Source: an optimization exercise on an open RTL-to-GDS flow (aim: small area). Production flows keep margins and buffers that such runs may drop.
Only simulation tests tie the RTL to the original design; equivalence was not proved.
Power is estimated from default activity; no workload was simulated.

<file path="flow/config.mk">
export PLATFORM = sky130hd
export DESIGN_NAME = DisplayModule
export DESIGN_NICKNAME = DisplayModule
export VERILOG_FILES = /design/flow/design.v
export SDC_FILE = /design/flow/constraint.sdc
export NUM_CORES = 4
export LEC_CHECK = 0
export CAP_MARGIN = 20
export CORE_MARGIN = 2
export CORE_UTILIZATION = 40
export SLEW_MARGIN = 20
</file>
<file path="flow/constraint.sdc">
create_clock -name core_clock -period 10.0 [get_ports {clk}]
set_input_delay 2.0000 -clock core_clock [delete_from_list [all_inputs] [get_ports {clk}]]
set_output_delay 2.0000 -clock core_clock [all_outputs]
set_load 0.01 [all_outputs]
</file>
<file path="flow/design.v">
`timescale 1ns / 1ps
module DisplayModule(
    input clk,
    input rst,
    input buttonU,
    input buttonL,
    input buttonR,
    input buttonD,
    input sw0,
    input sw1,
    output [3:0] an,
    output [6:0] sev_seg,
    output dp
    );
    reg p2, m3a, m3b;
    always @(posedge clk) begin
        p2  <= ~(rst | p2);
        m3a <= ~(rst | m3a | m3b);
        m3b <= ~rst & m3a;
    end
    reg [4:0] m23;
    wire m23_ph22 = ((m23 & 5'h16) == 5'h14);
    always @(posedge clk)
        if (rst | m23_ph22) m23 <= 5'h0;
        else m23 <= {~m23[3:0], m23[4] ^ m23[1]};
    reg [9:0] m547;
    wire m547_ph546 = ((m547 & 10'h37a) == 10'h368);
    wire m547_ph2 = ((m547 & 10'h26d) == 10'h228);
    always @(posedge clk)
        if (rst | m547_ph546) m547 <= 10'h2ee;
        else m547 <= {~m547[8:0], ~m547[9] ^ m547[6]};
    reg [11:0] m2731;
    wire m2731_ph2730 = ((m2731 & 12'hd9b) == 12'h513);
    always @(posedge clk)
        if (rst | m2731_ph2730) m2731 <= 12'h4b;
        else m2731 <= {~m2731[10:0], m2731[11] ^ m2731[10]};
    reg [14:0] sec;
    wire sec_low = (sec[13:0] == 14'h1555);
    wire sec_zero = sec_low & sec[14];
    always @(posedge clk)
        if (rst) sec <= 15'h5555;
        else sec <= {~sec[13:0], sec[14] ^ sec[13] ^ sec_low};
    wire k2mod6 = m3b & ~p2;
    wire e240 = k2mod6 & m23_ph22;
    wire e30  = ~p2 & m547_ph546;
    wire p30  = p2 & m547_ph2;
    wire e2   = k2mod6 & m2731_ph2730;
    wire div0 = sec_zero;
    wire [3:0] b = {buttonU, buttonL, buttonR, buttonD};
    reg [3:0] s0, s1, ed;
    always @(posedge clk) begin
        if (rst) begin
            s0 <= 4'b0; s1 <= 4'b0; ed <= 4'b0;
        end else if (e30) begin
            s0 <= b; s1 <= s0; ed <= s0 & ~s1;
        end
    end
    wire [3:0] pulse = p30 ? ed : 4'b0;
    reg [1:0] swd;
    always @(posedge clk) begin
        if (rst) swd <= 2'b0;
        else swd <= {swd[0], sw0 | sw1};
    end
    wire load = (|pulse) | swd[1];
    reg [15:0] Q;
    reg [7:0] X;    
    always @(*) begin
        case (pulse)
            4'b1000: X = 8'h01;
            4'b0100: X = 8'h18;
            4'b0010: X = 8'h20;
            4'b0001: X = 8'h55;
            default: X = 8'h00;
        endcase
    end
    wire [4:0] a1 = Q[7:4] + X[3:0];
    wire c1 = (a1 > 5'd9);
    wire [3:0] z1 = c1 ? a1[3:0] + 4'd6 : a1[3:0];
    wire [4:0] a2 = Q[11:8] + X[7:4] + c1;
    wire c2 = (a2 > 5'd9);
    wire [3:0] z2 = c2 ? a2[3:0] + 4'd6 : a2[3:0];
    wire c3 = c2 & (Q[15:12] == 4'd9);
    wire [3:0] z3 = Q[15:12] + c2;
    wire [15:0] sum = c3 ? 16'h9999 : {z3, z2, z1, Q[3:0]};
    wire [15:0] ldv = (sw0 | sw1) ? ((sw0 & sw1) ? 16'h0000 : sw0 ? 16'h0010 : 16'h0205) : sum;
    wire q0z = (Q[3:0] == 4'd0), q1z = (Q[7:4] == 4'd0), q2z = (Q[11:8] == 4'd0), q3z = (Q[15:12] == 4'd0);
    wire qz = q0z & q1z & q2z & q3z;
    wire dec = div0 & ~qz & ~load;
    wire [3:0] d0 = q0z ? 4'd9 : Q[3:0] - 1'b1;
    wire [3:0] d1 = q0z ? (q1z ? 4'd9 : Q[7:4] - 1'b1) : Q[7:4];
    wire [3:0] d2 = (q0z & q1z) ? (q2z ? 4'd9 : Q[11:8] - 1'b1) : Q[11:8];
    wire [3:0] d3 = (q0z & q1z & q2z) ? Q[15:12] - 1'b1 : Q[15:12];
    always @(posedge clk) begin
        if (rst) Q <= 16'h0000;
        else if (load) Q <= ldv;
        else if (dec) Q <= {d3, d2, d1, d0};
    end
    reg started;
    reg [1:0] g;
    reg [3:0] dig;
    reg [3:0] ndig;
    always @(*) begin
        case (g)
            2'b10: ndig = Q[3:0];
            2'b00: ndig = Q[7:4];
            2'b01: ndig = Q[11:8];
            default: ndig = Q[15:12];
        endcase
    end
    always @(posedge clk) begin
        if (rst) begin
            started <= 1'b0; g <= 2'b10; dig <= 4'd8;
        end else if (e240) begin
            started <= 1'b1; g <= {g[0], ~g[1]}; dig <= ndig;
        end
    end
    assign dp = started;
    assign an[0] = started & (g[1] | g[0]);
    assign an[1] = started & (g[1] | ~g[0]);
    assign an[2] = started & ~(g[1] & g[0]);
    assign an[3] = started & ~(g[1] & ~g[0]);
    wire [3:0] d = dig;
    wire [6:0] hx;
    assign hx[6] = (d[0] & ~d[1] & ~d[2] & ~d[3]) | (d[2] & ~d[1] & ~d[0]);
    assign hx[5] = d[2] & (d[0] ^ d[1]);
    assign hx[4] = d[1] & ~d[0] & ~d[2];
    assign hx[3] = (d[0] & ~d[1] & ~d[2]) | (d[2] & ~d[1] & ~d[0]) | (d[0] & d[1] & d[2]);
    assign hx[2] = d[0] | (d[2] & ~d[1]);
    assign hx[1] = (d[1] & ~d[2]) | (d[0] & d[1]) | (d[0] & ~d[2] & ~d[3]);
    assign hx[0] = (~d[3] & ~d[2] & ~d[1]) | (d[0] & d[1] & d[2]);
    reg blink;
    always @(posedge clk) begin
        if (rst) blink <= 1'b0;
        else if (e2) blink <= qz & ~blink;
    end
    wire flash = Q[0] & ~|Q[15:9] & ~load;
    assign sev_seg = hx | {7{flash | blink}};
endmodule
</file>
<file path="flow/run.sh">
#!/bin/bash
# synth_recipe.tcl (not shown) runs the flow's synth.tcl, then flattens the netlist and writes it again
# the make line also repeats each setting of config.mk as NAME=value (left out here)
make -C /OpenROAD-flow-scripts/flow DESIGN_CONFIG=/design/flow/config.mk WORK_HOME=/design/flow/orfs CLKGATE_MAP_FILE= SYNTH_SCRIPT=/design/flow/synth_recipe.tcl finish
</file>
==> reports/results.ini <==
[grt]
grt_pass1_vias=3073
grt_start_max_net_pins=54
grt.total_usage=0.163
gr-total-overflow=0
antenna_found_initial=0
grt_pass1_wl_um=14600

[worst_hold_path]
hp-class=reg -> reg

[placement]
post-dp-hpwl_um=6060
place_ws_ns=4.71
place_inst=603
placed_area_mm2=0.00433
port_buffers=19
gp_congestion=0.840

[worst_setup_path]
start_kind=register
critPathTopFamily=simple AND/OR/NAND/NOR gates
cp_num_buf_inv=1
crit_slowest_cell=clkdlybuf4s50_1
crit_fanout=15
crit_top_cell=or4_4
endpoint_kind=primary output
cp.arrival_ns=3.38
cp.required_ns=8.00
crit_type=reg -> out
slowest_delay_ns=0.58
cp_cell_sequence=or4_4 > a41o_1 > or4_4 > nor2_1 > a41oi_2 > o311ai_1 > clkdlybuf4s50_1

[clock_tree]
clk_pin_slew_worst_paths_ns=0.09
postCtsHoldBufs=0
post_cts_buffers=0
cts_resized=0
htreeDepth=3
cts_sinks=83
insertion_delay_ns=0.36
cts_tree=built
clock_path_buffers=2
tritoncts.num_buffers=9
root_buffer=clkbuf_8

[layout]
fin_cells=619
multi_input_area_mm2=0.00223
fillers=963
n_antenna_cell=0
fin_area_mm2=0.00457
nets=510
drive_above_1_share=0.0844
synthToLayoutAreaGrowth_pct=13.1
regArea_mm2=0.00166

[yosys]
ys_ff_latch=83
synth.area.top_cells=dfxtp_1, ha_1, nand2_1
syn_inst=470
async_reset_ff_frac=0
synth_cell_types=61
synth_top_cell_by_area=dfxtp_1
synth_area_mm2=0.00405
yosysTopAreaCellShare=0.411
avgSynthCellArea_um2=8.61
synth_warnings=1
synth_seq_area_share=0.411
syn_nets=499
ys_dominant_reg_cell=dfxtp_1
synth-edff-count=0

[timing]
max_freq_mhz=186
slew_headroom=0.444
rsz0062_at_grt=no
worst_pin_slew_ns=0.833
clock_skew_ns=0.0130
slew_violations=0
finalSetupViolCount=0
fin_ws_ns=4.62
hold_viol=0
period_share=0.538
fin_crit_ns=5.38
setup_tns_ns=0

[floorplan]
io-pin-count=20
fp.coreArea_mm2=0.00977
initial_core_util=0.414
rows=36
die_h_um=105
die_area_mm2=0.0109
die_w_um=105

[power_and_ir_drop]
p_per_area_mw_per_mm2=202
vdd_drop_max_mv=0.0896
p_leak_nw=1.76

[outcome]
status=complete, no violations

[routing]
ant_nets=0
avgViaCountPerCell=5.41
wire_per_inst_um=14.0
first_iter_violations=123
first_pass_iters=6
drt_wl_total_um=8650
drc=0
via_count=3347

[job]
drv_cap=0

[layer usage]
layer,GRT usage,wire length (um),up-vias
met1,0.218,4200,1583
met4,0.0598,139,0
li1,-,-,1689
met3,0.0318,312,11
met5,0,0,-
met2,0.261,4000,64
[synth_stat cells (5+ instances only)]
cell / number
a211oi_1: 5
mux2i_1: 9
dfxtp_1: 83
nand3b_1: 8
nand2_1: 63
nor3_1: 17
o21ai_0: 19
a21oi_1: 31
nor2_1: 57
nand3_1: 6
ha_1: 19
xnor2_1: 7
nor4_1: 6
inv_1: 20
or3_1: 5
clkbuf_1: 17
nor2b_1: 6
a31oi_1: 6
[placed cells by master, fill, tap and decap left out, types with 8 or more instances in the layout]
cell             instances
dfxtp_1                 83
nand2_1                 63
nor2_1                  57
a21oi_1                 31
inv_1                   20
o21ai_0                 19
ha_1                    19
clkdlybuf4s50_1         18
nor3_1                  17
clkbuf_8                10
mux2i_1                  9
nand3b_1                 8
[sequential cells by signal (all words and copies together) (netlist names), 5 cells and up]
signal,flops
Q,16
sec,15
m2731,12
m23,5
m547,10
[where the power goes]
| group | switching [mW] | internal, mW | total, mW | leakage, nW |
|---|---|---|---|---|
| clock network | 0.133 | 0.154 | 0.287 | 0.123 |
| registers | 0.0427 | 0.357 | 0.400 | 0.681 |
| logic | 0.127 | 0.111 | 0.237 | 0.957 |
| total | 0.302 | 0.622 | 0.924 | 1.76 |
[cells by family after synthesis]
logic type | synth area share
buffers and inverters | 0.0399
xor gates and xnor gates | 0.0217
adders and majority gates | 0.0687
AOI/OAI and AO/OA | 0.156
and+or+nand+nor | 0.256
DFF | 0.411
muxes | 0.0473
[final cells by class]
cell class,count,share of cell area
multi-input cells,346,0.488
flip-flops and latches,83,0.363
repair buffers,21,0.0438
well taps,133,0.0364
clock buffers,10,0.0301
clock inverters,6,0.0224
inverters,20,0.0164
[worst paths after layout]
check | cells after the start | slack [ns] | end | start
max | 7 | 4.62 | sev_seg[0] | ed[0]
min | 1 | 0.37 | m547[2] | m547[1]
max reg2reg | 22 | 4.65 | Q[14] | m547[6]
min reg2reg | 1 | 0.37 | m547[2] | m547[1]
[through the flow]
stage / total power, mW / hold slack (ns) / utilization
after floorplan: 0.574 / 0.343 / -
after global placement: 0.639 / 0.352 / 0.443
after detailed placement: 0.643 / 0.352 / 0.443
after CTS: 0.931 / 0.376 / 0.467
after global routing: 0.979 / 0.392 / 0.468
final: 0.924 / 0.374 / 0.468

-- separate check: timing with driven ports --
How much do the figures lean on ideal ports? The routed layout below was timed once more, with nothing changed but the port constraints.
Step 1, drivers: a clkbuf_16 drives clk and a buf_2 each remaining input, both assumed.
Step 2 moves the port delays by t, midway between the first and last clock arrival at a register: inputs arrive t later, outputs are due t later. That takes back most of the time a late clock gives input paths.
Slacks: ideal ports / drivers / drivers and shift; pairs: ideal ports / drivers.
t, ns: 0.389
slack for setup (ns): 4.618 / 4.584 / 4.654
worst hold slack (ns): 0.374 / 0.374 / 0.374
slew at the worst register clock pin (ns): 0.09 / 0.09
pins driven straight from the clock port: 1
After both steps setup and hold are still met in this run. The setup slack of this run moves by -0.034 ns with the drivers and by +0.036 ns with both steps.
